From an optimization exercise on the open Yosys and OpenROAD flow, aimed at a short achievable clock period and few clock cycles; shortcuts taken in it are not production practice. In this exercise RTL edits were held to simulation tests only and were not proved equivalent to the original. Power and IR drop assume default switching activity.

<file path="flow/standard.sh">
#!/bin/bash
# synth_recipe.tcl (not shown) runs the flow's synth.tcl, then flattens the netlist and writes it again
# the make line also repeats each setting of config.mk as NAME=value (left out here)
make -C /OpenROAD-flow-scripts/flow DESIGN_CONFIG=/design/flow/config.mk WORK_HOME=/design/flow/orfs CLKGATE_MAP_FILE= SYNTH_SCRIPT=/design/flow/synth_recipe.tcl "${@:-finish}"
</file>
<file path="flow/flow/run.sh">
#!/bin/bash
set -euo pipefail
export BUFFER_PORTS_ARGS="-buffer_cell sky130_fd_sc_hd__buf_4"
export SETUP_SLACK_MARGIN=5.5
bash standard.sh > standard.log 2>&1
</file>
<file path="flow/config.mk">
export PLATFORM = sky130hd
export DESIGN_NAME = MULTI_CYCLE_PROCESSOR
export DESIGN_NICKNAME = MULTI_CYCLE_PROCESSOR
export VERILOG_FILES = /design/flow/design.v
export SDC_FILE = /design/flow/constraint.sdc
export NUM_CORES = 4
export LEC_CHECK = 0
export CAP_MARGIN = 20
export CORE_MARGIN = 2
export CORE_UTILIZATION = 30
export SLEW_MARGIN = 20
export TNS_END_PERCENT = 100
</file>
<file path="flow/design.v">
module MULTI_CYCLE_PROCESSOR#(parameter INSTRUCTION_LEN = 16, INSTRUCTION_MEM_SIZE = 8, DATA_LEN = 16)(input clk ,input reset, output reg [DATA_LEN-1:0] res,
	output [INSTRUCTION_MEM_SIZE-1:0] imem_addr, input [INSTRUCTION_LEN-1:0] imem_data,
	output [4:0] dmem_addr, input [DATA_LEN-1:0] dmem_rdata, output [DATA_LEN-1:0] dmem_wdata, output dmem_we);
	reg [7:0]  pc_f;                  
	reg        v_e, pred_e;           
	reg [1:0]  fn_e;
	reg        sub_e;                 
	reg        r_e, br_e, ld_e, st_e;
	reg [3:0]  rd_e, off_e;
	reg [15:0] wr_e, lw_e;            
	reg [7:0]  pc_e;
	reg [15:0] a_e, b_e;              
	reg        pa_e, pb_e;            
	reg        sa_f, sa_r;            
	reg        sb_p, sb_n, sb_r;      
	reg        lb_e;                  
	reg [15:0] fw_p, fw_n;            
	reg        w_pend;                
	reg [15:0] wr_w;                  
	reg        m_we;                  
	reg        m_ld;                  
	reg [15:0] m_lw;                  
	reg [3:0]  m_rd;
	reg [4:0]  m_addr;
	reg [15:0] m_wdata;
	reg [15:0] rf [0:15];
	assign imem_addr  = pc_f;
	assign dmem_addr  = m_addr;
	assign dmem_wdata = m_wdata;
	assign dmem_we    = m_we;
	wire [15:0] a_op = ({16{sa_f}} & fw_p) | ({16{sa_r}} & a_e);
	wire [15:0] b_op = ({16{sb_p}} & fw_p) | ({16{sb_n}} & fw_n) | ({16{sb_r}} & b_e);
	wire [15:0] gg = a_op & b_op;
	wire [15:0] t = a_op | b_op;
	wire [15:0] p = a_op ^ b_op;
	wire [15:0] x0 = {gg[15:1], gg[0] | sub_e};
	wire [15:0] y0 = {t[14:0], 1'b0};
	wire [15:0] x1, y1, x2, y2, x3, y3, x4;
	genvar k;
	generate
		for (k = 0; k < 16; k = k + 1) begin : lp
			if (k >= 1) begin : l1
				assign x1[k] = x0[k] | (y0[k] & x0[k-1]);
				assign y1[k] = y0[k] & y0[k-1];
			end else begin : l1n
				assign x1[k] = x0[k];
				assign y1[k] = y0[k];
			end
			if (k >= 2) begin : l2
				assign x2[k] = x1[k] | (y1[k] & x1[k-2]);
				assign y2[k] = y1[k] & y1[k-2];
			end else begin : l2n
				assign x2[k] = x1[k];
				assign y2[k] = y1[k];
			end
			if (k >= 4) begin : l3
				assign x3[k] = x2[k] | (y2[k] & x2[k-4]);
				assign y3[k] = y2[k] & y2[k-4];
			end else begin : l3n
				assign x3[k] = x2[k];
				assign y3[k] = y2[k];
			end
			if (k >= 8) begin : l4
				assign x4[k] = x3[k] | (y3[k] & x3[k-8]);
			end else begin : l4n
				assign x4[k] = x3[k];
			end
		end
	endgenerate
	wire [15:0] cy = t & x4;          
	wire [15:0] sum = p ^ {cy[14:0], sub_e};
	wire [15:0] alu = fn_e[1] ? (fn_e[0] ? (a_op & b_op) : (a_op | b_op)) : sum;
	wire w_e = v_e & r_e;             
	wire cond = sum[15];
	reg [7:0] tgt;
	always @* begin
		case (fn_e)
			2'd0: tgt = pc_e + {4'd0, off_e};
			2'd1: tgt = pc_e - {4'd0, off_e};
			2'd2: tgt = pc_e | {4'd0, off_e};
			default: tgt = pc_e & {4'd0, off_e};
		endcase
	end
	wire [7:0] pc_e1 = pc_e + 8'd1;
	wire chk = v_e & br_e;            
	function [4:0] mop(input [1:0] fn, input [3:0] off, input [4:0] base);
		case (fn)
			2'd0: mop = {1'b0, off} + base;
			2'd1: mop = {1'b0, off} - base;
			2'd2: mop = {1'b0, off} | base;
			default: mop = {1'b0, off} & base;
		endcase
	endfunction
	wire [4:0] base_r = ld_e ? b_e[4:0] : a_e[4:0];
	wire       base_f = ld_e ? pb_e : pa_e;
	wire [4:0] maddr_r = mop(fn_e, off_e, base_r);
	wire [4:0] maddr_f = mop(fn_e, off_e, fw_p[4:0]);
	wire [4:0] maddr = base_f ? maddr_f : maddr_r;
	wire [15:0] ins = imem_data;
	wire [1:0] opc_f = ins[15:14];
	wire [3:0] f1_f = ins[11:8];
	wire [3:0] f2_f = ins[7:4];
	wire [3:0] f3_f = ins[3:0];
	wire r_f  = (opc_f == 2'd0);
	wire br_f = (opc_f == 2'd1);
	wire ld_f = (opc_f == 2'd2);
	wire st_f = (opc_f == 2'd3);
	wire sub_f = br_f | (r_f & (ins[13:12] == 2'd1));
	wire ea_f = w_e & (rd_e == f2_f);           
	wire eb_f = w_e & (rd_e == f3_f);
	wire la_f = v_e & ld_e & (rd_e == f2_f);    
	wire lb_f = v_e & ld_e & (rd_e == f3_f);
	wire stall = la_f | (lb_f & ~st_f);
	wire [15:0] rv [0:15];
	genvar g;
	generate
		for (g = 0; g < 16; g = g + 1) begin : rvw
			assign rv[g] = (w_pend & wr_w[g]) ? fw_p : rf[g];
		end
	endgenerate
	wire ma_f = m_ld & (m_rd == f2_f);
	wire mb_f = m_ld & (m_rd == f3_f);
	wire [15:0] ra = ma_f ? dmem_rdata : rv[f2_f];
	wire [15:0] rb = mb_f ? dmem_rdata : rv[f3_f];
	wire pred_f = (ins[15:12] == 4'b0101);
	wire [4:0] lo_m = {1'b0, pc_f[3:0]} - {1'b0, f1_f};
	wire [3:0] hi_m1 = pc_f[7:4] - 4'd1;
	wire [7:0] pc_back = {lo_m[4] ? hi_m1 : pc_f[7:4], lo_m[3:0]};
	wire [7:0] pc_f1 = pc_f + 8'd1;
	wire [7:0] pc_seq = stall ? pc_f : (pred_f ? pc_back : pc_f1);
	wire [7:0] pc_if_t  = (chk & ~pred_e) ? tgt   : pc_seq;
	wire [7:0] pc_if_nt = (chk &  pred_e) ? pc_e1 : pc_seq;
	wire [7:0] pc_next  = cond ? pc_if_t : pc_if_nt;
	wire mispredict = chk & (cond ^ pred_e);
	always @(posedge clk or negedge reset) begin
		if (~reset) begin
			pc_f   <= 8'd0;
			v_e    <= 1'b0;
			w_pend <= 1'b0;
			m_ld   <= 1'b0;
			m_we   <= 1'b0;
			res    <= 16'd0;
		end else begin
			pc_f   <= pc_next;
			v_e    <= ~stall & ~mispredict;
			w_pend <= w_e;
			m_ld   <= v_e & ld_e;
			m_we   <= v_e & st_e;
			if (w_pend)
				res <= fw_p;
		end
	end
	integer i;
	always @(posedge clk) begin
		fw_p   <= alu;
		fw_n   <= ~alu;
		pred_e <= pred_f;
		fn_e   <= ins[13:12];
		sub_e  <= sub_f;
		r_e    <= r_f;
		br_e   <= br_f;
		ld_e   <= ld_f;
		st_e   <= st_f;
		rd_e   <= f1_f;
		for (i = 0; i < 16; i = i + 1) begin
			wr_e[i] <= r_f  & (f1_f == i);
			lw_e[i] <= ld_f & (f1_f == i);
			m_lw[i] <= v_e & lw_e[i];
		end
		off_e  <= ld_f ? f2_f : f1_f;
		pc_e   <= pc_f;
		a_e    <= ra;
		b_e    <= sub_f ? ~rb : rb;
		pa_e   <= ea_f;
		pb_e   <= eb_f;
		sa_f   <= ea_f;
		sa_r   <= ~ea_f;
		sb_p   <= eb_f & ~sub_f;
		sb_n   <= eb_f & sub_f;
		sb_r   <= ~eb_f;
		lb_e   <= lb_f;
		wr_w   <= wr_e;
		m_rd   <= rd_e;
		m_addr  <= maddr;
		m_wdata <= lb_e ? dmem_rdata : b_op;
	end
	always @(posedge clk or negedge reset) begin
		if (~reset)
			rf[0] <= 16'd0;
		else if (w_pend & wr_w[0])
			rf[0] <= fw_p;
		else if (m_lw[0])
			rf[0] <= dmem_rdata;
	end
	generate
		for (g = 1; g < 16; g = g + 1) begin : rfw
			always @(posedge clk) begin
				if (w_pend & wr_w[g])
					rf[g] <= fw_p;
				else if (m_lw[g])
					rf[g] <= dmem_rdata;
			end
		end
	endgenerate
endmodule
</file>
<file path="flow/constraint.sdc">
create_clock -name core_clock -period 8.0 [get_ports {clk}]
set_input_delay 1.6000 -clock core_clock [delete_from_list [all_inputs] [get_ports {clk}]]
set_output_delay 1.6000 -clock core_clock [all_outputs]
set_load 0.01 [all_outputs]
</file>
==> flow_metrics.env, run 1 <==
export IMPL_outcome="complete, no violations"
export IMPL_tritoncts="built"
export IMPL_regArea_sq_um=12100
export IMPL_htreeDepth=2
export IMPL_crit_slowest_cell="or3_4"
export IMPL_grtUsageTotal=0.239
export IMPL_ir_worst_vdd_v=0.000174
export IMPL_ant_nets=0
export IMPL_ys_seq_area_frac=0.454
export IMPL_ctsHoldBuffers=0
export IMPL_grt_first_pass_wirelength_um=159000
export IMPL_clock_sinks=468
export IMPL_cp_start_kind="register"
export IMPL_clockBufferDepth=3
export IMPL_required_ns=8.52
export IMPL_synth_cells=2551
export IMPL_slew_headroom=0.276
export IMPL_synth_xor_xnor_area_share=0.0232
export IMPL_dieArea_sq_um=90500
export IMPL_vias=24698
export IMPL_worst_slew_pin_slew_ns=1.09
export IMPL_drtPass1Iterations=9
export IMPL_grt_pass1_vias=22732
export IMPL_num_rows=108
export IMPL_fill_cells=7816
export IMPL_rr_worst_depth=13
export IMPL_finalWirelength_um=119000
export IMPL_grt_overflow=0
export IMPL_cp_cell_sequence="clkbuf_16 > a22oi_2 > and2_4 > inv_4 > ha_4 > nor2_4 > o311a_4 > o41ai_4 > and3_4 > or3_4 > nand3_4 > mux2_1 > and3_1"
export IMPL_multi_input_comb_area_sq_um=16500
export IMPL_wl_per_cell_um=29.5
export IMPL_largest_register="rf"
export IMPL_setup_viol=0
export IMPL_finalMaxSlewViolations=0
export IMPL_p_leak_nw=15.4
export IMPL_fmax_mhz=337
export IMPL_clk_latency_ns=0.63
export IMPL_drv_cap=0
export IMPL_synthAdderAreaFrac=0.0417
export IMPL_cpPeakStageDelay_ns=0.45
export IMPL_via_per_inst=6.11
export IMPL_cp_max_fo=5
export IMPL_hp_class="register to register"
export IMPL_dp_hpwl_um=58000
export IMPL_numCtsBuffers=50
export IMPL_synth_area_sq_um=26400
export IMPL_ys_warn_count=2
export IMPL_drive_gt1_frac=0.436
export IMPL_placedCellCount=3603
export IMPL_period_minus_slack_ns=2.96
export IMPL_grt_max_degree=45
export IMPL_holdPathStages=0
export IMPL_coreArea_sq_um=87000
export IMPL_cp_end_kind="register"
export IMPL_yosys_area_share_simple=0.0998
export IMPL_skew_ns=0.0221
export IMPL_start_util=0.304
export IMPL_ys_types=71
export IMPL_synth_compound_area_frac=0.129
export IMPL_die_h_um=301
export IMPL_synth_edf_count=240
export IMPL_syn_to_final_growth_pct=42.2
export IMPL_path_class="register to register"
export IMPL_largest_reg_flops=256
export IMPL_fin_nets=2954
export IMPL_drc=0
export IMPL_ios=80
export IMPL_die_w_um=301
export IMPL_cts_root_buf="clkbuf_16"
export IMPL_syn_mean_instance_area_sq_um=10.4
export IMPL_dr_first_iter_drc_count=3957
export IMPL_post_route_period_util=0.370
export IMPL_synthFlopType="edfxtp_1"
export IMPL_synth_nets=2667
export IMPL_ys_ff_latch=468
export IMPL_clkTransAtPathRegs_ns=0.07
export IMPL_synth_top_family_by_area="multiplexers"
export IMPL_gp_congestion=0.935
export IMPL_reg2reg_slack_ns=5.04
export IMPL_muxShareOfSynthArea=0.206
export IMPL_instances_no_fill=4039
export IMPL_rsz0062_at_grt="true"
export IMPL_powerDensity_nw_per_um2=230
export IMPL_arrival_ns=3.48
export IMPL_fin_setup_tns_ns=0
export IMPL_port_buffers=79
export IMPL_async_reset_ff_frac=0.0940
export IMPL_hold_viol=0
export IMPL_antenna_found_initial=4
-- power by group --
part	leakage, nW	internal, mW	switching, mW
Sequential	4.19	2.81	0.248
Clock	0.848	1.39	1.09
Combinational	10.4	1.42	1.69
-- layout make-up --
cell class,instances,area share
sequential,468,0.322
clock inverter,28,0.00672
inverter,80,0.00849
timing repair buffer,447,0.145
antenna,4,0.000266
multi-input combinational,1791,0.440
tap,1155,0.0384
clock buffer,66,0.0387
-- per-stage QoR --
step	power, mW	setup WS, ns	cell area (sq um)	hold WS [ns]	utilization
5_1_grt	8.91	4.99	37600	0.329	0.432
3_5_place_dp	5.11	4.21	28600	0.312	0.329
4_1_cts	8.15	5.07	35200	0.324	0.404
3_3_place_gp	5.09	4.25	28600	0.311	0.329
2_1_floorplan	4.50	4.70	27800	0.310	-
6_report	8.65	5.04	37600	0.321	0.432
-- critical path: cells and delay by family (launching register included) --
| family | cells | cell delay (ns) |
|---|---|---|
| AOI/OAI and AO/OA | 3 | 0.46 |
| adders and majority gates | 1 | 0.16 |
| buffers and inverters | 2 | 0.21 |
| muxes | 1 | 0.32 |
| and+or+nand+nor | 6 | 1.32 |
| DFF | 1 | 0.40 |
-- synth_stat cells, types with 44 or more instances --
cell type	n	area share
a21oi_1	74	0.014
clkbuf_1	158	0.022
dfrtp_1	44	0.042
dfxtp_1	184	0.14
edfxtp_1	240	0.27
ha_1	76	0.036
inv_1	79	0.011
mux2_2	240	0.10
mux2i_1	274	0.10
nand2_1	194	0.028
nor2_1	124	0.018
nor4_1	69	0.016
o21ai_0	138	0.026
o22ai_1	228	0.054
xnor2_1	50	0.017
-- what timing repair did --
item / 4_1_cts / 5_1_grt
gates cloned: 22 / 9
setup buffers: 222 / 85
pin swaps: 137 / 170
resized for setup: 469 / 317
setup endpoints to repair: 197 / 111
-- layout by cell type, fill, tap and decap left out, drive strengths merged, types with 21 or more instances in the layout --
master    n
a21oi    74
nor2    126
nand2b   21
dfrtp    44
a21o     24
and2     35
dfxtp   184
xnor2    50
clkbuf   75
mux2i   274
nor4     69
o21ai   145
o22ai   229
edfxtp  240
nand2   221
nand3    22
inv      81
ha       76
buf     431
mux2    241
-- logic make-up (layout without fill, tap and decap cells) --
| logic type | Yosys count | in the layout |
|---|---|---|
| adder cells (fa/ha/maj) | 85 | 85 |
| AO/OA/AOI/OAI | 556 | 556 |
| other | 0 | 4 |
| AND/OR/NAND/NOR | 551 | 565 |
| XOR/XNOR | 70 | 70 |
| multiplexers | 515 | 515 |
| flip-flops | 468 | 468 |
| buffers and inverters | 306 | 621 |
-- layer usage --
layer / GRT usage / vias to the layer above / share of wire
met4: 0.121 / 4 / 0.073
li1: - / 9997 / -
met5: 0.0122 / - / 0.0012
met2: 0.335 / 2038 / 0.40
met3: 0.0849 / 621 / 0.14
met1: 0.320 / 12038 / 0.38
-- worst paths after layout --
path,start,endpoint
max,sb_n,pc_f[7]
min,wr_e[4],wr_w[4]
max reg2reg,sb_n,pc_f[7]
min reg2reg,wr_e[4],wr_w[4]
max in group asynchronous,reset,pc_f[0]
min in group asynchronous,reset,res[12]
Testbench counts, summed over its fixed seeds: cycles 58,057.
==> run 2: changes to the inputs <==
--- a/flow/design.v
+++ b/flow/design.v
@@ -2,6 +2,7 @@
 	output [INSTRUCTION_MEM_SIZE-1:0] imem_addr, input [INSTRUCTION_LEN-1:0] imem_data,
 	output [4:0] dmem_addr, input [DATA_LEN-1:0] dmem_rdata, output [DATA_LEN-1:0] dmem_wdata, output dmem_we);
 	reg [7:0]  pc_f;                  
+	reg [7:0]  pc_o;                  
 	reg        v_e, pred_e;           
 	reg [1:0]  fn_e;
 	reg        sub_e;                 
@@ -24,7 +25,7 @@
 	reg [4:0]  m_addr;
 	reg [15:0] m_wdata;
 	reg [15:0] rf [0:15];
-	assign imem_addr  = pc_f;
+	assign imem_addr  = pc_o;
 	assign dmem_addr  = m_addr;
 	assign dmem_wdata = m_wdata;
 	assign dmem_we    = m_we;
@@ -150,6 +151,8 @@
 				res <= fw_p;
 		end
 	end
+	always @(posedge clk)
+		pc_o <= reset ? pc_next : 8'd0;
 	integer i;
 	always @(posedge clk) begin
 		fw_p   <= alu;
==> flow_metrics.env, run 2 <==
export IMPL_ys_seq_area_frac=0.457
export IMPL_vias=24032
export IMPL_outcome="complete, no violations"
export IMPL_die_w_um=302
export IMPL_grt_pass1_vias=22500
export IMPL_clk_latency_ns=0.62
export IMPL_p_total_mw=8.45
export IMPL_fin_setup_tns_ns=0
export IMPL_required_ns=8.46
export IMPL_synth_most_common_cell="mux2i_1"
export IMPL_die_h_um=302
export IMPL_whs_ns=0.323
export IMPL_fill_cells=8095
export IMPL_yosys_top_cells_area="edfxtp_1, dfxtp_1, mux2i_1"
export IMPL_drv_cap=0
export IMPL_path_common_cell="buf_4"
export IMPL_netlist_top_cells_count="mux2i_1, edfxtp_1, mux2_2"
export IMPL_skew_ns=0.0205
export IMPL_num_rows=109
export IMPL_dr_wl_met2_um=47500
export IMPL_numCtsBuffers=50
export IMPL_instances_no_fill=4005
export IMPL_crit_slowest_cell="nor4_1"
export IMPL_layout_commonest_cell="mux2i_1"
export IMPL_synth_top_family_by_area="multiplexers"
export IMPL_fmax_mhz=336
export IMPL_regArea_sq_um=12300
export IMPL_ys_ff_latch=476
export IMPL_ys_warn_count=2
export IMPL_wl_met1_um=43600
export IMPL_fin_ws_ns=5.02
export IMPL_slew_headroom=0.284
export IMPL_hold_start="wr_e[2]"
export IMPL_fin_nets=2909
export IMPL_ios=80
export IMPL_cp_max_fo=7
export IMPL_placedCellCount=3626
export IMPL_yosys_area_top_type="edfxtp_1"
export IMPL_gp_congestion=0.923
export IMPL_synth_cells=2564
export IMPL_syn_to_final_growth_pct=38.2
export IMPL_clkTransAtPathRegs_ns=0.07
export IMPL_ctsHoldBuffers=0
export IMPL_wl_met3_um=17100
export IMPL_via_per_inst=6.00
export IMPL_synth_top_cell_area_share=0.271
export IMPL_pre_cts_slack_ns=3.76
export IMPL_tritoncts="built"
export IMPL_finalMaxSlewViolations=0
export IMPL_hp_class="register to register"
export IMPL_ant_nets=0
export IMPL_grt_first_pass_wirelength_um=158000
export IMPL_synth_area_sq_um=26600
export IMPL_largest_register="rf"
export IMPL_synthFlopType="edfxtp_1"
export IMPL_synthAdderAreaFrac=0.0414
export IMPL_rsz0062_at_grt="true"
export IMPL_worst_slew_pin_slew_ns=1.07
export IMPL_post_route_period_util=0.372
export IMPL_r2r_end="pc_o[5]"
export IMPL_ys_types=69
export IMPL_synth_nets=2680
export IMPL_synth_edf_count=240
export IMPL_syn_mean_instance_area_sq_um=10.4
export IMPL_arrival_ns=3.44
export IMPL_powerDensity_nw_per_um2=230
export IMPL_finalWirelength_um=116000
export IMPL_drtPass1Iterations=19
export IMPL_final_cell_mix="mux2i_1, edfxtp_1, mux2_2"
export IMPL_hold_viol=0
export IMPL_cp_start_kind="input port"
export IMPL_drive_gt1_frac=0.394
export IMPL_async_reset_ff_frac=0.0924
export IMPL_topRoutingLayerUsed="met5"
export IMPL_ir_worst_vdd_v=0.000259
export IMPL_antenna_found_initial=2
export IMPL_r2r_start="sb_n"
export IMPL_grtUsageTotal=0.237
export IMPL_yosys_area_share_simple=0.102
export IMPL_muxShareOfSynthArea=0.201
export IMPL_cts_root_buf="clkbuf_16"
export IMPL_worstPathBufferInverterCount=4
export IMPL_htreeDepth=2
export IMPL_synth_compound_area_frac=0.130
export IMPL_port_buffers=79
export IMPL_grt_overflow=0
export IMPL_start_util=0.302
export IMPL_synth_xor_xnor_area_share=0.0227
export IMPL_cp_end_kind="register"
export IMPL_largest_reg_flops=256
export IMPL_cp_cell_sequence="buf_16 > buf_12 > buf_4 > nand3_4 > buf_4 > o22ai_1 > nor4_1 > a21oi_1 > mux2i_1 > xnor2_1"
export IMPL_dieArea_sq_um=91000
export IMPL_worstHoldEndpoint="wr_w[2]"
export IMPL_cpPeakStageDelay_ns=0.45
export IMPL_period_minus_slack_ns=2.98
export IMPL_drc=0
export IMPL_path_class="input port to register"
export IMPL_coreArea_sq_um=88100
export IMPL_cp_top_family="buffers and inverters"
export IMPL_grt_max_degree=54
export IMPL_setup_viol=0
export IMPL_multi_input_comb_area_sq_um=16000
export IMPL_holdPathStages=0
export IMPL_rr_worst_depth=12
export IMPL_clockBufferDepth=3
export IMPL_reg2reg_slack_ns=5.03
export IMPL_wl_per_cell_um=29.0
export IMPL_clock_sinks=476
export IMPL_dp_hpwl_um=57000
export IMPL_p_leak_nw=15.3
export IMPL_dr_first_iter_drc_count=3623
run 2: changes by cell type after synthesis, sizes merged, moves of 4 or more:
cell,previous run,this run
nand3,22,28
and2,35,43
inv,79,75
o21ai,145,158
nor2,125,110
nand2,208,219
and3,16,21
o211ai,5,10
dfxtp,184,192
mux2,241,231
or3,9,2
buf,68,64
run 2: final cells by class:
type,instances,share of cell area
Clock buffer,83,0.0430
Tap cell,1165,0.0397
Timing Repair Buffer,394,0.136
Sequential cell,476,0.333
Antenna cell,5,0.000340
Multi-Input combinational cell,1796,0.436
Inverter,75,0.00844
Clock inverter,11,0.00293
run 2: stage by stage:
step	instance area, sq um	util
final	36700	0.417
after global routing	36700	0.417
after CTS	34900	0.396
after detailed placement	28600	0.325
after global placement	28600	0.325
after floorplan	27500	-
run 2: worst max path at each step:
stage                  from       to  slack, ns  cells past startpoint
2_1_floorplan  imem_data[8]  pc_o[4]       4.72                     10
3_3_place_gp        fw_p[1]  pc_o[5]       3.83                     11
3_5_place_dp        fw_p[1]  pc_o[5]       3.76                     11
4_1_cts        imem_data[8]  pc_o[5]       5.05                     11
5_1_grt        imem_data[6]  pc_o[6]       4.95                     10
6_report       imem_data[2]   b_e[3]       5.02                     10
run 2: layer usage:
layer / vias to the layer above / GRT usage
met3: 583 / 0.0900
met5: - / 0
met1: 11610 / 0.310
met2: 1900 / 0.339
met4: 2 / 0.122
li1: 9937 / -
run 2: timing repair:
item,4_1_cts,5_1_grt
buffers inserted,199,58
gates cloned,20,3
pin swaps,136,130
resized for setup,448,231
setup endpoints to repair,374,132
run 2: cell families after synthesis:
group,after synthesis
buf+inv,299
xor+xnor,69
simple gates,564
fa+ha+maj,85
compound gates,565
mux,506
flops,476
run 2: power by group:
group | switching [mW] | total [mW] | internal [mW]
Clock | 1.05 | 2.46 | 1.41
Sequential | 0.321 | 3.19 | 2.87
Combinational | 1.48 | 2.80 | 1.32
Testbench counts of run 2, summed over its fixed seeds: cycles 58,057.
==> run 3: changes to the inputs <==
--- a/flow/design.v
+++ b/flow/design.v
@@ -2,7 +2,6 @@
 	output [INSTRUCTION_MEM_SIZE-1:0] imem_addr, input [INSTRUCTION_LEN-1:0] imem_data,
 	output [4:0] dmem_addr, input [DATA_LEN-1:0] dmem_rdata, output [DATA_LEN-1:0] dmem_wdata, output dmem_we);
 	reg [7:0]  pc_f;                  
-	reg [7:0]  pc_o;                  
 	reg        v_e, pred_e;           
 	reg [1:0]  fn_e;
 	reg        sub_e;                 
@@ -10,10 +9,10 @@
 	reg [3:0]  rd_e, off_e;
 	reg [15:0] wr_e, lw_e;            
 	reg [7:0]  pc_e;
-	reg [15:0] a_e, b_e;              
+	reg [15:0] a_e, b_e, bn_e;        
 	reg        pa_e, pb_e;            
 	reg        sa_f, sa_r;            
-	reg        sb_p, sb_n, sb_r;      
+	reg        sb_p, sb_n, sb_r, sb_rn;  
 	reg        lb_e;                  
 	reg [15:0] fw_p, fw_n;            
 	reg        w_pend;                
@@ -25,12 +24,12 @@
 	reg [4:0]  m_addr;
 	reg [15:0] m_wdata;
 	reg [15:0] rf [0:15];
-	assign imem_addr  = pc_o;
+	assign imem_addr  = pc_f;
 	assign dmem_addr  = m_addr;
 	assign dmem_wdata = m_wdata;
 	assign dmem_we    = m_we;
 	wire [15:0] a_op = ({16{sa_f}} & fw_p) | ({16{sa_r}} & a_e);
-	wire [15:0] b_op = ({16{sb_p}} & fw_p) | ({16{sb_n}} & fw_n) | ({16{sb_r}} & b_e);
+	wire [15:0] b_op = ({16{sb_p}} & fw_p) | ({16{sb_n}} & fw_n) | ({16{sb_r}} & b_e) | ({16{sb_rn}} & bn_e);
 	wire [15:0] gg = a_op & b_op;
 	wire [15:0] t = a_op | b_op;
 	wire [15:0] p = a_op ^ b_op;
@@ -151,8 +150,6 @@
 				res <= fw_p;
 		end
 	end
-	always @(posedge clk)
-		pc_o <= reset ? pc_next : 8'd0;
 	integer i;
 	always @(posedge clk) begin
 		fw_p   <= alu;
@@ -173,14 +170,16 @@
 		off_e  <= ld_f ? f2_f : f1_f;
 		pc_e   <= pc_f;
 		a_e    <= ra;
-		b_e    <= sub_f ? ~rb : rb;
+		b_e    <= rb;
+		bn_e   <= ~rb;
 		pa_e   <= ea_f;
 		pb_e   <= eb_f;
 		sa_f   <= ea_f;
 		sa_r   <= ~ea_f;
 		sb_p   <= eb_f & ~sub_f;
 		sb_n   <= eb_f & sub_f;
-		sb_r   <= ~eb_f;
+		sb_r   <= ~eb_f & ~sub_f;
+		sb_rn  <= ~eb_f & sub_f;
 		lb_e   <= lb_f;
 		wr_w   <= wr_e;
 		m_rd   <= rd_e;
==> flow_metrics.env, run 3 <==
export IMPL_rsz0062_at_grt="true"
export IMPL_cpPeakStageDelay_ns=0.42
export IMPL_cts_root_buf="clkbuf_16"
export IMPL_arrival_ns=3.60
export IMPL_fmax_mhz=325
export IMPL_fill_cells=7953
export IMPL_slew_headroom=0.103
export IMPL_vias=24372
export IMPL_outcome="complete, no violations"
export IMPL_cp_start_kind="register"
export IMPL_drc=0
export IMPL_required_ns=8.52
export IMPL_placedCellCount=3577
export IMPL_ys_ff_latch=485
export IMPL_die_w_um=303
export IMPL_drv_cap=0
export IMPL_multi_input_comb_area_sq_um=16700
export IMPL_fin_setup_tns_ns=0
export IMPL_path_class="register to register"
export IMPL_p_total_mw=8.46
export IMPL_tritoncts="built"
export IMPL_skew_ns=0.0189
export IMPL_synth_nets=2624
export IMPL_netlist_top_cells_count="mux2i_1, mux2_2, edfxtp_1"
export IMPL_grt_overflow=0
export IMPL_ios=80
export IMPL_numCtsBuffers=50
export IMPL_yosys_area_top_type="edfxtp_1"
export IMPL_synth_area_sq_um=26800
export IMPL_grt_first_pass_wirelength_um=163000
export IMPL_dr_first_iter_drc_count=3419
export IMPL_async_reset_ff_frac=0.0907
export IMPL_wl_per_cell_um=30.5
export IMPL_final_cell_mix="mux2i_1, mux2_2, edfxtp_1"
export IMPL_drtPass1Iterations=12
export IMPL_clock_sinks=485
export IMPL_synth_top_cell_area_share=0.269
export IMPL_synth_edf_count=240
export IMPL_port_buffers=79
export IMPL_cp_cell_sequence="buf_16 > a22oi_2 > nand2_2 > fa_2 > nor2_4 > o31ai_4 > a211oi_2 > nor3_2 > o41ai_2 > buf_4 > a311oi_4 > xnor2_1 > mux2_2"
export IMPL_whs_ns=0.321
export IMPL_instances_no_fill=3985
export IMPL_ys_seq_area_frac=0.461
export IMPL_finalWirelength_um=121000
export IMPL_cp_max_fo=7
export IMPL_dp_hpwl_um=58000
export IMPL_htreeDepth=2
export IMPL_hp_class="register to register"
export IMPL_syn_to_final_growth_pct=42.1
export IMPL_ant_nets=0
export IMPL_drive_gt1_frac=0.467
export IMPL_clkTransAtPathRegs_ns=0.07
export IMPL_gp_congestion=0.918
export IMPL_largest_register="rf"
export IMPL_worst_slew_pin_slew_ns=1.34
export IMPL_fin_ws_ns=4.92
export IMPL_ys_types=72
export IMPL_cp_end_kind="register"
export IMPL_pre_cts_slack_ns=3.68
export IMPL_hold_viol=0
export IMPL_setup_viol=0
export IMPL_synthFlopType="edfxtp_1"
export IMPL_crit_slowest_cell="fa_2"
export IMPL_ys_warn_count=2
export IMPL_regArea_sq_um=12400
export IMPL_clk_latency_ns=0.64
export IMPL_grt_max_degree=45
export IMPL_clockBufferDepth=3
export IMPL_dieArea_sq_um=91600
export IMPL_start_util=0.303
export IMPL_syn_mean_instance_area_sq_um=10.7
export IMPL_period_minus_slack_ns=3.08
export IMPL_p_leak_nw=15.6
export IMPL_synth_most_common_cell="mux2i_1"
export IMPL_fin_nets=2891
export IMPL_via_per_inst=6.12
export IMPL_grtUsageTotal=0.245
export IMPL_antenna_found_initial=9
export IMPL_coreArea_sq_um=88400
export IMPL_num_rows=109
export IMPL_powerDensity_nw_per_um2=223
export IMPL_grt_pass1_vias=22991
export IMPL_post_route_period_util=0.385
export IMPL_ir_worst_vdd_v=0.000189
export IMPL_layout_commonest_cell="mux2i_1"
export IMPL_yosys_top_cells_area="edfxtp_1, dfxtp_1, mux2_2"
export IMPL_die_h_um=303
export IMPL_largest_reg_flops=256
export IMPL_finalMaxSlewViolations=0
export IMPL_synth_cells=2508
==> run 3: cells by family after synthesis <==
family | after synthesis | share of synthesized area
xor+xnor | 55 | 0.0180
buf+inv | 323 | 0.0483
compound gates | 541 | 0.131
mux | 542 | 0.215
flops | 485 | 0.461
fa+ha+maj | 85 | 0.0411
simple gates | 477 | 0.0856
==> run 3: power by group <==
part / switching, mW / internal (mW) / leakage [nW] / total [mW]
Combinational: 1.55 / 1.31 / 10.4 / 2.86
Sequential: 0.249 / 2.88 / 4.33 / 3.13
Clock: 1.09 / 1.39 / 0.846 / 2.47
==> run 3: layout make-up <==
class                      count  area share
multi-input combinational   1709       0.438
sequential                   485       0.327
timing repair buffer         431       0.141
clock buffer                  75      0.0411
tap                         1165      0.0383
inverter                      98      0.0106
clock inverter                19     0.00359
antenna                        3    0.000197
==> run 3: metal layers <==
| layer | global-route usage | up-vias | share of wire |
|---|---|---|---|
| li1 | - | 9949 | - |
| met1 | 0.319 | 11754 | 0.37 |
| met2 | 0.345 | 1994 | 0.40 |
| met3 | 0.0997 | 661 | 0.14 |
| met4 | 0.128 | 14 | 0.076 |
| met5 | 0 | - | 0.0016 |
==> run 3: through the flow <==
step | util | instance area, sq um
finish | 0.430 | 38000
global route | 0.430 | 38000
CTS | 0.403 | 35600
detailed placement | 0.330 | 29100
global placement | 0.330 | 29100
floorplan | - | 28200
==> run 3: worst max-delay path: cells and delay by family (launching register included) <==
family	cells	cell delay [ns]
compound gates	5	0.94
flops	1	0.40
xor+xnor	1	0.17
fa+ha+maj	1	0.42
simple gates	3	0.36
mux	1	0.27
buf+inv	2	0.39
==> run 3: final timing paths <==
| path | startpoint | end | slack [ns] | cells past startpoint |
|---|---|---|---|---|
| worst max-delay path | sb_p | fw_n[14] | 4.92 | 13 |
| worst min-delay path | wr_e[1] | wr_w[1] | 0.32 | 0 |
| worst max register to register | sb_p | fw_n[14] | 4.92 | 13 |
| worst min register to register | wr_e[1] | wr_w[1] | 0.32 | 0 |
| max in group asynchronous | reset | pc_f[7] | 6.25 | 1 |
| min in group asynchronous | reset | rf[0][1] | 1.11 | 1 |
==> run 3: timing repair <==
action | 4_1_cts | 5_1_grt
gates resized for setup | 536 | 271
setup buffers | 189 | 101
hold buffers | 0 | 0
gates cloned | 16 | 5
pin swaps | 148 | 124
endpoints found under the setup margin | 182 | 122
Testbench counts of run 3, summed over its fixed seeds: cycles 58,057.
==> run 4: changes to the inputs <==
--- a/flow/design.v
+++ b/flow/design.v
@@ -123,7 +123,26 @@
 	wire [15:0] ra = ma_f ? dmem_rdata : rv[f2_f];
 	wire [15:0] rb = mb_f ? dmem_rdata : rv[f3_f];
 	wire pred_f = (ins[15:12] == 4'b0101);
-	wire [4:0] lo_m = {1'b0, pc_f[3:0]} - {1'b0, f1_f};
+	function [4:0] sub4(input [3:0] x, input [3:0] y);    
+		reg [4:0] b;
+		integer j;
+		begin
+			b[0] = 1'b0;
+			for (j = 0; j < 4; j = j + 1) begin
+				sub4[j] = x[j] ^ y[j] ^ b[j];
+				b[j+1] = (~x[j] & y[j]) | (~(x[j] ^ y[j]) & b[j]);
+			end
+			sub4[4] = b[4];
+		end
+	endfunction
+	wire [4:0] lo_sel [0:16];
+	assign lo_sel[0] = 5'd0;
+	generate
+		for (g = 0; g < 16; g = g + 1) begin : lot
+			assign lo_sel[g+1] = lo_sel[g] | ({5{f1_f == g}} & sub4(pc_f[3:0], g));
+		end
+	endgenerate
+	wire [4:0] lo_m = lo_sel[16];
 	wire [3:0] hi_m1 = pc_f[7:4] - 4'd1;
 	wire [7:0] pc_back = {lo_m[4] ? hi_m1 : pc_f[7:4], lo_m[3:0]};
 	wire [7:0] pc_f1 = pc_f + 8'd1;
==> flow_metrics.env, run 4 <==
export IMPL_outcome="complete, no violations"
export IMPL_ios=80
export IMPL_cp_max_fo=8
export IMPL_hp_class="register to register"
export IMPL_period_minus_slack_ns=2.92
export IMPL_ir_worst_vdd_v=0.000154
export IMPL_finalWirelength_um=120000
export IMPL_fill_cells=8107
export IMPL_num_rows=110
export IMPL_ys_types=75
export IMPL_largest_register="rf"
export IMPL_ys_ff_latch=485
export IMPL_num_antenna_cells=0
export IMPL_yosys_top_cells_area="edfxtp_1, dfxtp_1, mux2_2"
export IMPL_grtUsageTotal=0.235
export IMPL_yosys_area_top_type="edfxtp_1"
export IMPL_coreArea_sq_um=90300
export IMPL_hold_viol=0
export IMPL_slew_headroom=0.183
export IMPL_ys_warn_count=2
export IMPL_instances_no_fill=4073
export IMPL_post_route_period_util=0.366
export IMPL_netlist_top_cells_count="mux2i_1, mux2_2, edfxtp_1"
export IMPL_synth_top_cell_area_share=0.263
export IMPL_setup_viol=0
export IMPL_syn_to_final_growth_pct=40.6
export IMPL_wl_per_cell_um=29.5
export IMPL_grt_max_degree=45
export IMPL_switching_share=0.345
export IMPL_path_class="input port to register"
export IMPL_drtPass1Iterations=9
export IMPL_placed_area_sq_um=29300
export IMPL_clockBufferDepth=3
export IMPL_clock_sinks=485
export IMPL_finalMaxSlewViolations=0
export IMPL_pwr_share_comb=0.359
export IMPL_intPower_mw=5.72
export IMPL_syn_mean_instance_area_sq_um=10.6
export IMPL_ant_nets=0
export IMPL_rsz0062_at_grt="true"
export IMPL_die_w_um=306
export IMPL_vias=25004
export IMPL_htreeDepth=2
export IMPL_required_ns=8.54
export IMPL_dieArea_sq_um=93900
export IMPL_layout_commonest_cell="mux2_2"
export IMPL_largest_reg_flops=256
export IMPL_cts_root_buf="clkbuf_16"
export IMPL_grt_first_pass_wirelength_um=163000
export IMPL_cp_start_kind="input port"
export IMPL_worst_slew_pin_slew_ns=1.22
export IMPL_p_seq_frac=0.357
export IMPL_fmax_mhz=342
export IMPL_tritoncts="built"
export IMPL_final_cell_mix="mux2_2, edfxtp_1, buf_4"
export IMPL_p_clk_frac=0.284
export IMPL_clk_latency_ns=0.64
export IMPL_cp_end_kind="register"
export IMPL_dp_hpwl_um=59500
export IMPL_fin_nets=2991
export IMPL_start_util=0.304
export IMPL_via_per_inst=6.14
export IMPL_synth_cells=2586
export IMPL_dr_wl_met2_um=49300
export IMPL_topRoutingLayerUsed="met5"
export IMPL_drive_gt1_frac=0.467
export IMPL_synth_most_common_cell="mux2i_1"
export IMPL_clkTransAtPathRegs_ns=0.06
export IMPL_ctsHoldBuffers=0
export IMPL_numCtsBuffers=51
export IMPL_gp_congestion=0.911
export IMPL_switchingPower_mw=3.02
export IMPL_drv_cap=0
export IMPL_multi_input_comb_area_sq_um=17500
export IMPL_wl_met1_um=45800
export IMPL_skew_ns=0.0256
export IMPL_p_leak_nw=15.5
export IMPL_synthFlopType="edfxtp_1"
export IMPL_wl_met3_um=16900
export IMPL_grt_pass1_vias=23462
export IMPL_antenna_found_initial=3
export IMPL_arrival_ns=3.47
export IMPL_synth_area_sq_um=27400
export IMPL_synth_edf_count=240
export IMPL_async_reset_ff_frac=0.0907
export IMPL_powerDensity_nw_per_um2=226
export IMPL_fin_area_sq_um=38600
export IMPL_drc=0
export IMPL_fin_setup_tns_ns=0
export IMPL_ys_seq_area_frac=0.449
export IMPL_regArea_sq_um=12400
export IMPL_placedCellCount=3653
export IMPL_die_h_um=306
export IMPL_port_buffers=79
export IMPL_grt_overflow=0
export IMPL_synth_nets=2723
export IMPL_dr_first_iter_drc_count=3697
-- run 4: cell count changes after synthesis, sizes merged, moves of 8 or more --
cell    before  now
clkbuf     163  150
xor2        21   33
ha          76   98
o21ai      124  147
nand2      176  197
buf         62   81
xnor2       34   26
-- run 4: power by group through the flow --
stage / logic, mW / clock network (mW) / registers, mW
finish: 3.14 / 2.48 / 3.11
global route: 3.32 / 2.58 / 3.14
CTS: 2.73 / 2.48 / 3.10
detailed placement: 1.95 / 0 / 3.20
global placement: 1.93 / 0 / 3.21
floorplan: 1.41 / 0 / 3.11
-- run 4: timing repair --
item                                    CTS  global route
gates resized for setup                 553           374
endpoints found under the setup margin  264           132
cloned                                   13             7
setup buffers                           248            56
pin swaps                               160           139
-- run 4: area by class of cell --
class | count | area share
Timing Repair Buffer | 437 | 0.130
Tap cell | 1176 | 0.0381
Inverter | 99 | 0.0108
Sequential cell | 485 | 0.322
Clock buffer | 71 | 0.0379
Timing Repair inverter | 1 | 0.000195
Clock inverter | 25 | 0.00594
Multi-Input combinational cell | 1779 | 0.455
-- run 4: path summary, 6_finish.rpt --
kind	slack, ns	to	cells past startpoint	startpoint
min in group asynchronous	1.07	m_we	1	reset
worst min-delay path	0.32	wr_w[9]	0	wr_e[9]
worst max register to register	5.22	pc_f[6]	11	sa_f
worst min register to register	0.32	wr_w[9]	0	wr_e[9]
worst max-delay path	5.08	bn_e[2]	11	imem_data[2]
max in group asynchronous	6.22	pc_f[2]	1	reset
-- run 4: cells by family (layout without fill, tap and decap cells) --
group | after synthesis | in the layout | share of synthesized area
xor gates and xnor gates | 59 | 59 | 0.0188
muxes | 547 | 547 | 0.212
DFF | 485 | 485 | 0.449
buffers and inverters | 330 | 633 | 0.0501
AOI/OAI and AO/OA | 559 | 559 | 0.130
adders and majority gates | 107 | 107 | 0.0498
and+or+nand+nor | 499 | 507 | 0.0897
-- run 4: per-stage QoR --
| step | setup WS (ns) | hold WS, ns | util | power (mW) |
|---|---|---|---|---|
| after floorplan | 4.89 | 0.310 | - | 4.52 |
| after global placement | 4.17 | 0.311 | 0.325 | 5.13 |
| after detailed placement | 4.03 | 0.312 | 0.325 | 5.15 |
| after CTS | 5.16 | 0.320 | 0.400 | 8.31 |
| after global routing | 5.11 | 0.324 | 0.427 | 9.03 |
| final | 5.08 | 0.319 | 0.427 | 8.73 |
-- run 4: critical path, cell delays in order --
cell	delay [ns]
buf_16	0.12
buf_12	0.13
nor2b_4	0.23
buf_12	0.14
buf_12	0.13
nand2_8	0.14
o22ai_4	0.22
nor4_4	0.08
a32oi_2	0.38
mux2_4	0.24
inv_2	0.03
-- run 4: per-layer routing --
metal  global-route usage  vias to the layer above
met5                    0                        -
met4                0.104                        6
met3               0.0825                      624
met2                0.341                     2020
met1                0.314                    12165
li1                     -                    10189
Testbench counts of run 4, summed over its fixed seeds: cycles 58,057.
==> run 5: changes to the inputs <==
--- a/flow/config.mk
+++ b/flow/config.mk
@@ -7,6 +7,6 @@
 export LEC_CHECK = 0
 export CAP_MARGIN = 20
 export CORE_MARGIN = 2
-export CORE_UTILIZATION = 30
+export CORE_UTILIZATION = 45
 export SLEW_MARGIN = 20
 export TNS_END_PERCENT = 100
==> flow_metrics.env, run 5 <==
export IMPL_clkTransAtPathRegs_ns=0.07
export IMPL_final_cell_mix="mux2_2, mux2i_1, edfxtp_1"
export IMPL_powerDensity_nw_per_um2=228
export IMPL_ys_seq_area_frac=0.449
export IMPL_worst_slew_pin_slew_ns=1.13
export IMPL_ys_ff_latch=485
export IMPL_synth_top_cell_area_share=0.263
export IMPL_hp_class="register to register"
export IMPL_grt_max_degree=45
export IMPL_syn_mean_instance_area_sq_um=10.6
export IMPL_largest_reg_flops=256
export IMPL_synth_cells=2586
export IMPL_cts_root_buf="clkbuf_16"
export IMPL_ys_warn_count=2
export IMPL_tritoncts="built"
export IMPL_setup_viol=0
export IMPL_ios=80
export IMPL_drv_cap=0
export IMPL_synth_most_common_cell="mux2i_1"
export IMPL_drc=0
export IMPL_synth_edf_count=240
export IMPL_fin_nets=2969
export IMPL_p_leak_nw=15.7
export IMPL_skew_ns=0.0323
export IMPL_async_reset_ff_frac=0.0907
export IMPL_syn_to_final_growth_pct=40.4
export IMPL_post_route_period_util=0.370
export IMPL_yosys_area_top_type="edfxtp_1"
export IMPL_die_h_um=251
export IMPL_gp_congestion=0.947
export IMPL_synth_nets=2723
export IMPL_grt_first_pass_wirelength_um=163000
export IMPL_slew_headroom=0.247
export IMPL_largest_register="rf"
export IMPL_clock_sinks=485
export IMPL_path_class="input port to register"
export IMPL_num_rows=90
export IMPL_cp_end_kind="register"
export IMPL_port_buffers=79
export IMPL_layout_commonest_cell="mux2_2"
export IMPL_coreArea_sq_um=60400
export IMPL_wl_met1_um=43700
export IMPL_finalWirelength_um=123000
export IMPL_topRoutingLayerUsed="met5"
export IMPL_crit_slowest_cell="a32oi_4"
export IMPL_dp_hpwl_um=58300
export IMPL_cp_max_fo=6
export IMPL_clockBufferDepth=3
export IMPL_outcome="complete, no violations"
export IMPL_dr_wl_met2_um=51800
export IMPL_ir_worst_vdd_v=0.000195
export IMPL_start_util=0.455
export IMPL_path_common_cell="buf_12"
export IMPL_die_w_um=251
export IMPL_ctsHoldBuffers=0
export IMPL_synthFlopType="edfxtp_1"
export IMPL_numCtsBuffers=53
export IMPL_netlist_top_cells_count="mux2i_1, mux2_2, edfxtp_1"
export IMPL_grtUsageTotal=0.355
export IMPL_dr_first_iter_drc_count=3695
export IMPL_cp_cell_sequence="buf_16 > buf_12 > nor2b_4 > buf_12 > buf_12 > nand2_8 > buf_4 > buf_4 > o22ai_2 > nor4_4 > a32oi_4 > mux2_4 > inv_2"
export IMPL_dieArea_sq_um=63000
export IMPL_grt_pass1_vias=23864
export IMPL_via_per_inst=6.89
export IMPL_wl_per_cell_um=33.6
export IMPL_fin_setup_tns_ns=0
export IMPL_cpPeakStageDelay_ns=0.33
export IMPL_synth_area_sq_um=27400
export IMPL_fmax_mhz=338
export IMPL_drtPass1Iterations=13
export IMPL_antenna_found_initial=3
export IMPL_finalMaxSlewViolations=0
export IMPL_hold_viol=0
export IMPL_ant_nets=0
export IMPL_rsz0062_at_grt="true"
export IMPL_htreeDepth=2
export IMPL_grt_overflow=0
export IMPL_clk_latency_ns=0.64
export IMPL_drive_gt1_frac=0.466
export IMPL_instances_no_fill=3662
export IMPL_yosys_top_cells_area="edfxtp_1, dfxtp_1, mux2_2"
export IMPL_arrival_ns=3.48
export IMPL_period_minus_slack_ns=2.96
export IMPL_ys_types=75
export IMPL_wl_met3_um=17500
export IMPL_placedCellCount=3254
export IMPL_cp_start_kind="input port"
export IMPL_required_ns=8.52
export IMPL_vias=25215
[run 5: logic make-up (layout without fill, tap and decap cells)]
family,Yosys count,after routing,share of synthesized area
xor gates and xnor gates,59,59,0.0188
adders and majority gates,107,107,0.0498
muxes,547,547,0.212
AOI/OAI and AO/OA,559,559,0.130
DFF,485,485,0.449
other,0,3,0
buffers and inverters,330,609,0.0501
and+or+nand+nor,499,511,0.0897
[run 5: where the power goes]
group          switching, mW  internal [mW]
registers              0.253           2.88
clock network           1.10           1.49
logic                   1.66           1.40
total                   3.02           5.77
[run 5: path summary, 6_finish.rpt]
path	cells after the start	end	startpoint	slack (ns)
min	0	wr_w[9]	wr_e[9]	0.31
min reg2reg	0	wr_w[9]	wr_e[9]	0.31
max	13	bn_e[12]	imem_data[3]	5.04
min in group asynchronous	1	res[5]	reset	1.14
max reg2reg	7	b_e[0]	w_pend	5.13
max in group asynchronous	1	pc_f[5]	reset	6.12
[run 5: per-layer routing]
metal | vias up | GRT usage
met5 | - | 0.00541
met4 | 4 | 0.201
li1 | 10156 | -
met3 | 743 | 0.123
met1 | 12122 | 0.447
met2 | 2190 | 0.530
[run 5: area by class of cell]
class                           instances  area, sq um
Multi-Input combinational cell       1783        18000
Clock inverter                         22          199
Sequential cell                       485        12400
Tap cell                              782          978
Clock buffer                           78         1610
Inverter                               99          412
Timing Repair Buffer                  410         4940
Antenna cell                            3         7.51
Fill cell                            4317        21800
[run 5: timing repair]
| action | 4_1_cts | 5_1_grt |
|---|---|---|
| buffers inserted | 191 | 84 |
| gates resized for setup | 543 | 409 |
| gates cloned | 22 | 8 |
| endpoints found under the setup margin | 231 | 123 |
| pin swaps | 133 | 145 |
| endpoints found under the hold margin | 0 | 0 |
[run 5: per-stage QoR]
stage	util	hold slack [ns]	power [mW]	instance area, sq um	worst slack [ns]
after floorplan	-	0.310	4.52	28400	4.89
after global placement	0.477	0.311	5.09	28800	4.06
after detailed placement	0.477	0.312	5.15	28800	3.92
after CTS	0.588	0.321	8.33	35500	5.19
after global routing	0.638	0.326	9.05	38500	5.06
final	0.639	0.314	8.79	38500	5.04
[run 5: critical path: cells and delay by family]
family,cells,cell delay [ns]
compound gates,2,0.48
simple gates,3,0.30
mux,1,0.25
buf+inv,7,0.84
==> run 6: changes to the inputs <==
--- a/flow/design.v
+++ b/flow/design.v
@@ -9,10 +9,10 @@
 	reg [3:0]  rd_e, off_e;
 	reg [15:0] wr_e, lw_e;            
 	reg [7:0]  pc_e;
-	reg [15:0] a_e, b_e, bn_e;        
+	reg [15:0] a_e, b_e;              
 	reg        pa_e, pb_e;            
 	reg        sa_f, sa_r;            
-	reg        sb_p, sb_n, sb_r, sb_rn;  
+	reg        sb_p, sb_n, sb_r;      
 	reg        lb_e;                  
 	reg [15:0] fw_p, fw_n;            
 	reg        w_pend;                
@@ -29,7 +29,7 @@
 	assign dmem_wdata = m_wdata;
 	assign dmem_we    = m_we;
 	wire [15:0] a_op = ({16{sa_f}} & fw_p) | ({16{sa_r}} & a_e);
-	wire [15:0] b_op = ({16{sb_p}} & fw_p) | ({16{sb_n}} & fw_n) | ({16{sb_r}} & b_e) | ({16{sb_rn}} & bn_e);
+	wire [15:0] b_op = ({16{sb_p}} & fw_p) | ({16{sb_n}} & fw_n) | ({16{sb_r}} & b_e);
 	wire [15:0] gg = a_op & b_op;
 	wire [15:0] t = a_op | b_op;
 	wire [15:0] p = a_op ^ b_op;
@@ -115,7 +115,7 @@
 	genvar g;
 	generate
 		for (g = 0; g < 16; g = g + 1) begin : rvw
-			assign rv[g] = (w_pend & wr_w[g]) ? fw_p : rf[g];
+			assign rv[g] = (w_pend & wr_w[g]) ? res : rf[g];
 		end
 	endgenerate
 	wire ma_f = m_ld & (m_rd == f2_f);
@@ -165,8 +165,8 @@
 			w_pend <= w_e;
 			m_ld   <= v_e & ld_e;
 			m_we   <= v_e & st_e;
-			if (w_pend)
-				res <= fw_p;
+			if (w_e)
+				res <= alu;
 		end
 	end
 	integer i;
@@ -189,16 +189,14 @@
 		off_e  <= ld_f ? f2_f : f1_f;
 		pc_e   <= pc_f;
 		a_e    <= ra;
-		b_e    <= rb;
-		bn_e   <= ~rb;
+		b_e    <= sub_f ? ~rb : rb;
 		pa_e   <= ea_f;
 		pb_e   <= eb_f;
 		sa_f   <= ea_f;
 		sa_r   <= ~ea_f;
 		sb_p   <= eb_f & ~sub_f;
 		sb_n   <= eb_f & sub_f;
-		sb_r   <= ~eb_f & ~sub_f;
-		sb_rn  <= ~eb_f & sub_f;
+		sb_r   <= ~eb_f;
 		lb_e   <= lb_f;
 		wr_w   <= wr_e;
 		m_rd   <= rd_e;
@@ -209,7 +207,7 @@
 		if (~reset)
 			rf[0] <= 16'd0;
 		else if (w_pend & wr_w[0])
-			rf[0] <= fw_p;
+			rf[0] <= res;
 		else if (m_lw[0])
 			rf[0] <= dmem_rdata;
 	end
@@ -217,7 +215,7 @@
 		for (g = 1; g < 16; g = g + 1) begin : rfw
 			always @(posedge clk) begin
 				if (w_pend & wr_w[g])
-					rf[g] <= fw_p;
+					rf[g] <= res;
 				else if (m_lw[g])
 					rf[g] <= dmem_rdata;
 			end
--- a/flow/config.mk
+++ b/flow/config.mk
@@ -7,6 +7,6 @@
 export LEC_CHECK = 0
 export CAP_MARGIN = 20
 export CORE_MARGIN = 2
-export CORE_UTILIZATION = 45
+export CORE_UTILIZATION = 30
 export SLEW_MARGIN = 20
 export TNS_END_PERCENT = 100
==> flow_metrics.env, run 6 <==
export IMPL_fin_ws_ns=5.06
export IMPL_synth_compound_area_frac=0.236
export IMPL_cp_startpoint="imem_data[0]"
export IMPL_dr_first_iter_drc_count=4514
export IMPL_placed_area_sq_um=29000
export IMPL_port_buffers=79
export IMPL_post_route_period_util=0.367
export IMPL_vias=27406
export IMPL_synth_edf_count=240
export IMPL_r2r_end="pc_f[0]"
export IMPL_grt_overflow=0
export IMPL_num_rows=109
export IMPL_utilization=0.440
export IMPL_synth_top_cell_area_share=0.269
export IMPL_wl_per_cell_um=31.2
export IMPL_drive_gt1_frac=0.386
export IMPL_synthAdderAreaFrac=0.0511
export IMPL_fmax_mhz=341
export IMPL_finalMaxSlewViolations=0
export IMPL_rr_worst_depth=12
export IMPL_yosys_top_cells_area="edfxtp_1, dfxtp_1, a21o_1"
export IMPL_fill_cells=8038
export IMPL_ys_seq_area_frac=0.448
export IMPL_hold_start="wr_e[3]"
export IMPL_outcome="complete, no violations"
export IMPL_rsz0062_at_grt="true"
export IMPL_grtUsageTotal=0.272
export IMPL_cts_root_buf="clkbuf_16"
export IMPL_pre_cts_slack_ns=4.16
export IMPL_reg2reg_slack_ns=5.13
export IMPL_period_minus_slack_ns=2.94
export IMPL_dieArea_sq_um=91600
export IMPL_slew_headroom=0.267
export IMPL_cp_end_kind="register"
export IMPL_dp_hpwl_um=71900
export IMPL_fin_nets=3230
export IMPL_arrival_ns=3.43
export IMPL_start_util=0.303
export IMPL_powerDensity_nw_per_um2=232
export IMPL_gp_congestion=0.980
export IMPL_synthFlopType="edfxtp_1"
export IMPL_fin_area_sq_um=38900
export IMPL_ios=80
export IMPL_muxShareOfSynthArea=0.0505
export IMPL_syn_to_final_growth_pct=45.4
export IMPL_via_per_inst=6.37
export IMPL_cp_start_kind="input port"
export IMPL_largest_register="rf"
export IMPL_clkTransAtPathRegs_ns=0.07
export IMPL_die_h_um=303
export IMPL_clk_latency_ns=0.65
export IMPL_ys_ff_latch=468
export IMPL_hp_class="register to register"
export IMPL_final_cell_mix="buf_4, edfxtp_1, a21o_1"
export IMPL_grt_max_degree=45
export IMPL_skew_ns=0.0578
export IMPL_async_reset_ff_frac=0.0940
export IMPL_cp_max_fo=7
export IMPL_critPathCapture="b_e[8]"
export IMPL_fin_setup_tns_ns=0
export IMPL_synth_nets=2919
export IMPL_clock_sinks=468
export IMPL_path_class="input port to register"
export IMPL_clockBufferDepth=3
export IMPL_synth_top_family_by_area="compound AO/OA/AOI/OAI gates"
export IMPL_netlist_top_cells_count="a21oi_1, edfxtp_1, a21o_1"
export IMPL_numCtsBuffers=52
export IMPL_largest_reg_flops=256
export IMPL_yosys_area_share_simple=0.145
export IMPL_synth_area_sq_um=26800
export IMPL_tritoncts="built"
export IMPL_drtPass1Iterations=13
export IMPL_required_ns=8.49
export IMPL_p_leak_nw=16.2
export IMPL_htreeDepth=2
export IMPL_ys_warn_count=2
export IMPL_grt_first_pass_wirelength_um=182000
export IMPL_setup_viol=0
export IMPL_antenna_found_initial=4
export IMPL_layout_commonest_cell="buf_4"
export IMPL_ir_worst_vdd_v=0.000204
export IMPL_yosys_area_top_type="edfxtp_1"
export IMPL_r2r_start="pa_e"
export IMPL_drc=0
export IMPL_ant_nets=0
export IMPL_synth_xor_xnor_area_share=0.0216
export IMPL_die_w_um=303
export IMPL_coreArea_sq_um=88400
export IMPL_whs_ns=0.324
export IMPL_hold_viol=0
export IMPL_syn_mean_instance_area_sq_um=9.62
export IMPL_synth_most_common_cell="a21oi_1"
export IMPL_ys_types=90
export IMPL_grt_pass1_vias=25705
export IMPL_synth_cells=2782
export IMPL_finalWirelength_um=134000
export IMPL_ctsHoldBuffers=0
export IMPL_drv_cap=0
export IMPL_worst_slew_pin_slew_ns=1.10
==> run 6: kinds of logic after synthesis <==
kind of cell,Yosys count
compound gates,974
simple gates,716
flops,468
buf+inv,324
mux,127
fa+ha+maj,107
xor+xnor,66
==> run 6: worst min-delay path by stage <==
stage               endpoint  slack, ns  cells after the start
floorplan            wr_w[0]       0.31                      0
finish               wr_w[3]       0.32                      0
global placement    wr_w[13]       0.31                      0
CTS                 wr_w[15]       0.32                      0
detailed placement  wr_w[15]       0.31                      0
global route         wr_w[9]       0.34                      0
==> run 6: through the flow <==
stage	instances	power, mW
6_report	4304	9.04
5_1_grt	4303	9.35
4_1_cts	4207	8.63
3_5_place_dp	3841	5.15
3_3_place_gp	3841	5.13
2_1_floorplan	2782	4.41
==> run 6: repair_timing <==
action / in CTS / in global routing
endpoints found under the setup margin: 378 / 191
buffers inserted: 247 / 88
gates resized for setup: 563 / 360
pin swaps: 144 / 142
gates cloned: 21 / 7
==> run 6: area by class of cell <==
class	count	area [sq um]	area share
diodes	2	5.00	0.000129
clock buffers	68	1490	0.0382
well taps	1165	1460	0.0375
repair buffers	484	5810	0.149
inverters	89	370	0.00952
flip-flops and latches	468	12100	0.311
clock inverters	30	364	0.00936
multi-input cells	1998	17300	0.445
==> run 6: per-layer routing <==
metal | vias to the layer above | global-route usage | part of all wire
met5 | - | 0.00673 | 0.0033
met4 | 16 | 0.190 | 0.087
met3 | 797 | 0.0983 | 0.13
met2 | 2080 | 0.399 | 0.42
met1 | 13369 | 0.332 | 0.36
li1 | 11144 | - | -
==> run 6: power breakdown <==
group	switching, mW	internal [mW]
clock network	1.12	1.54
logic	1.80	1.51
registers	0.273	2.79
total	3.20	5.85
==> run 6: critical path: stages <==
cell and delay [ns]:
buf_16 0.10, buf_6 0.13, nand4_1 0.18, buf_12 0.19, buf_12 0.14, o22ai_2 0.54, nor4_2 0.11, a32oi_1 0.16
mux2i_1 0.10, xnor2_1 0.15
Testbench counts of run 6, summed over its fixed seeds: cycles 58,057.

[separate check: timing with driven ports]
Ports are ideal in the flow. The routed layouts listed here were re-timed in OpenROAD.
Step 1, drivers: a clkbuf_16 drives clk and a buf_2 each remaining input, both assumed.
Step 2, shift: input delay + t, output delay - t, t = (earliest + latest rising clock arrival at the registers) / 2. This alone moves slack from input paths to output paths.
Three values: no drivers, after step 1, after step 2; two values: the first two.
| run | t (ns) | slack for setup (ns) | latest minus earliest clock arrival (ns) | cell pins on the clock port's net |
|---|---|---|---|---|
| run 1 | 0.675 | 5.037 / 5.019 / 4.344 | 0.025 / 0.025 | 1 |
| run 2 | 0.676 | 5.023 / 5.025 / 4.349 | 0.022 / 0.022 | 1 |
| run 3 | 0.699 | 4.919 / 4.919 / 4.330 | 0.024 / 0.024 | 1 |
| run 4 | 0.702 | 5.076 / 5.078 / 4.377 | 0.027 / 0.027 | 1 |
| run 5 | 0.691 | 5.039 / 4.997 / 4.306 | 0.034 / 0.034 | 1 |
| run 6 | 0.692 | 5.063 / 4.996 / 4.360 | 0.059 / 0.059 | 1 |
After both steps setup and hold are still met in every run listed. The setup slack of run 5, which loses most, moves by -0.042 ns with the drivers and by -0.733 ns with both steps.
